What follows belongs to an exercise in optimizing a design on an open flow for small area; a production flow would make more cautious choices. Function was checked by simulation only, so behaviour that the tests miss may differ from the original. The clock port is modelled as an ideal driver; clocking choices that lean on that would not hold on a real chip.

// cordic
module cordic(input clk,
              input signed [7:0] x_in,
              input signed [7:0] y_in,
              output signed [31:0] r,
              output signed [31:0] phi,
              output signed [31:0] dummy1,
              output signed [31:0] dummy2,
              output signed [31:0] dummy3);
export LEC_CHECK = 0
export CAP_MARGIN = 20
export CORE_MARGIN = 2
export CORE_UTILIZATION = 40
export CTS_BUF_LIST = sky130_fd_sc_hd__clkbuf_16
export CTS_CLUSTER_DIAMETER = 80
export CTS_CLUSTER_SIZE = 30
export SLEW_MARGIN = 20
create_clock -name core_clock -period 10.0 [get_ports {clk}]
standard.sh (not shown) runs the stock make flow with config.mk's settings and CLKGATE_MAP_FILE= SYNTH_SCRIPT=/design/flow/synth_recipe.tcl, a recipe that flattens the netlist after the stock synthesis.
==> flow/flow/run.sh <==
#!/bin/bash
set -euo pipefail
export BUFFER_PORTS_ARGS="-buffer_cell sky130_fd_sc_hd__buf_1"
export CTS_ARGS="-sink_clustering_enable -repair_clock_nets -dont_use_dummy_load -buf_list sky130_fd_sc_hd__clkbuf_16 -sink_clustering_size 30 -sink_clustering_max_diameter 110"
bash standard.sh > standard_flow.log 2>&1
The starting point completed without violations.
Rerun with:
==> flow/flow/run.sh (replaced) <==
#!/bin/bash
set -euo pipefail
export BUFFER_PORTS_ARGS="-buffer_cell sky130_fd_sc_hd__buf_1"
export CTS_ARGS="-sink_clustering_enable -repair_clock_nets -dont_use_dummy_load -buf_list sky130_fd_sc_hd__clkbuf_16 -sink_clustering_size 30 -sink_clustering_max_diameter 160"
bash standard.sh > standard_flow.log 2>&1
What happened: First-iteration DRC count is higher by 11%; routed wire length stays flat; die area does not change; core utilization hardly moves; hold slack hardly moves; synthesized cell count stays the same.
Rerun with:
==> flow/flow/run.sh (replaced) <==
#!/bin/bash
set -euo pipefail
export BUFFER_PORTS_ARGS="-buffer_cell sky130_fd_sc_hd__buf_1"
export CTS_ARGS="-sink_clustering_enable -repair_clock_nets -dont_use_dummy_load -buf_list sky130_fd_sc_hd__clkbuf_16 -sink_clustering_size 35 -sink_clustering_max_diameter 80"
bash standard.sh > standard_flow.log 2>&1
Result: The changed run passed the timing, design-rule and antenna checks; sequential share of layout area fell by 0.12 points; non-clock buffer count does not change; wire length grows slightly; design area came out higher slightly.
Rerun with:
==> flow/flow/run.sh (replaced) <==
#!/bin/bash
set -euo pipefail
export BUFFER_PORTS_ARGS="-buffer_cell sky130_fd_sc_hd__buf_1"
export CTS_ARGS="-sink_clustering_enable -repair_clock_nets -dont_use_dummy_load -buf_list sky130_fd_sc_hd__clkbuf_16 -sink_clustering_size 30 -sink_clustering_max_diameter 110"
bash standard.sh > standard_flow.log 2>&1
Result:
- synthesized area stays the same
- hold slack is better by 0.028 ns
- fmax barely changes
- final area stays flat
- via count hardly moves
- clock-buffer cell count drops by 3
Rerun with:
==> flow/flow/run.sh (replaced) <==
#!/bin/bash
set -euo pipefail
export BUFFER_PORTS_ARGS="-buffer_cell sky130_fd_sc_hd__buf_1"
export CTS_ARGS="-sink_clustering_enable -repair_clock_nets -dont_use_dummy_load -buf_list sky130_fd_sc_hd__clkbuf_16 -sink_clustering_size 30 -sink_clustering_max_diameter 80"
bash standard.sh > standard_flow.log 2>&1
What happened: Utilization rose by 0.13 points. Synthesized cell count is unchanged. Routed wire length is about the same. Setup slack improves by 0.014 ns. Global-route usage barely changes. Sequential share of layout area drops by 0.12 points. Final area is higher by 0.32%.

========
Another version of the RTL of cordic (not shown whole).
Size in the first run: about 2,800 cells after synthesis, about 650 flip-flops, about 34,000 sq um of cells after synthesis.
## cordic
module cordic(input clk,
              input signed [7:0] x_in,
              input signed [7:0] y_in,
              output signed [31:0] r,
              output signed [31:0] phi,
              output signed [31:0] dummy1,
              output signed [31:0] dummy2,
              output signed [31:0] dummy3);
Settings: LEC_CHECK=0, CAP_MARGIN=20, CORE_MARGIN=2, CORE_UTILIZATION=40, CTS_BUF_LIST=sky130_fd_sc_hd__clkbuf_8, CTS_CLUSTER_DIAMETER=60, CTS_CLUSTER_SIZE=20, SLEW_MARGIN=20; clock period 10.0 ns.
run.sh (not shown) runs the stock make flow with config.mk's settings and CLKGATE_MAP_FILE= SYNTH_SCRIPT=/design/flow/synth_recipe.tcl, a recipe that flattens the netlist after the stock synthesis.
Stock flow here: none of the scripts above is used.
The first run finished clean.
Next try:
--- a/flow/config.mk
+++ b/flow/config.mk
@@ -11,3 +11 @@
-export CTS_BUF_LIST = sky130_fd_sc_hd__clkbuf_8
-export CTS_CLUSTER_DIAMETER = 60
-export CTS_CLUSTER_SIZE = 20
+export CTS_BUF_LIST = sky130_fd_sc_hd__clkbuf_4
=> Clock skew increases by 0.0040 ns; setup slack got worse by 0.16 ns; register-to-register slack is about the same; global-route usage went up by 0.51 points; maximum frequency drops by 1.7%; synthesized area stays the same.
Next try:
--- a/flow/config.mk
+++ b/flow/config.mk
@@ -11 +11,3 @@
-export CTS_BUF_LIST = sky130_fd_sc_hd__clkbuf_4
+export CTS_BUF_LIST = sky130_fd_sc_hd__clkbuf_16
+export CTS_CLUSTER_DIAMETER = 80
+export CTS_CLUSTER_SIZE = 30
=>
- cell count drops by 5.5%
- routed wire length drops by 3.2%
- final area drops by 2.3%
- worst setup slack is better by 0.068 ns
- synthesized area does not change

## what the ideal ports hide
In the flow no input, the clock included, has a driving cell. The finished layouts below were timed again as built, in two steps.
Step 1: set_driving_cell puts a clkbuf_16 on clk and a buf_2 on each other input, an assumption about the parent block.
Step 2 moves the port delays by t, midway between the first and last clock arrival at a register: inputs arrive t later, outputs are due t later. That takes back most of the time a late clock gives input paths.
Slacks: no drivers / after step 1 / after step 2; pairs: no drivers / after step 1.
| run | t, ns | setup WS [ns] | hold WS [ns] | worst register clock-pin slew, ns | cell pins on the clock port's net |
|---|---|---|---|---|---|
| the first run of note 1 | 0.627 | 0.415 / 0.415 / 0.415 | 0.328 / 0.328 / 0.328 | 0.11 / 0.11 | 1 |
| the second run of note 1 | 0.632 | 0.436 / 0.436 / 0.436 | 0.330 / 0.330 / 0.330 | 0.12 / 0.12 | 1 |
| the third run of note 1 | 0.648 | 0.422 / 0.422 / 0.422 | 0.300 / 0.300 / 0.300 | 0.12 / 0.12 | 1 |
| the fourth run of note 1 | 0.627 | 0.415 / 0.415 / 0.415 | 0.328 / 0.328 / 0.328 | 0.11 / 0.11 | 1 |
| the fifth run of note 1 | 0.645 | 0.429 / 0.429 / 0.429 | 0.322 / 0.322 / 0.322 | 0.11 / 0.11 | 1 |
| the first run of note 2 | 0.742 | 0.509 / 0.452 / 0.672 | 0.313 / 0.313 / 0.313 | 0.12 / 0.12 | 1 |
| the second run of note 2 | 1.048 | 0.349 / 0.287 / 0.682 | 0.313 / 0.313 / 0.313 | 0.07 / 0.07 | 1 |
| the third run of note 2 | 0.635 | 0.417 / 0.357 / 0.659 | 0.329 / 0.329 / 0.329 | 0.11 / 0.11 | 1 |
After both steps setup and hold are still met in every run listed.
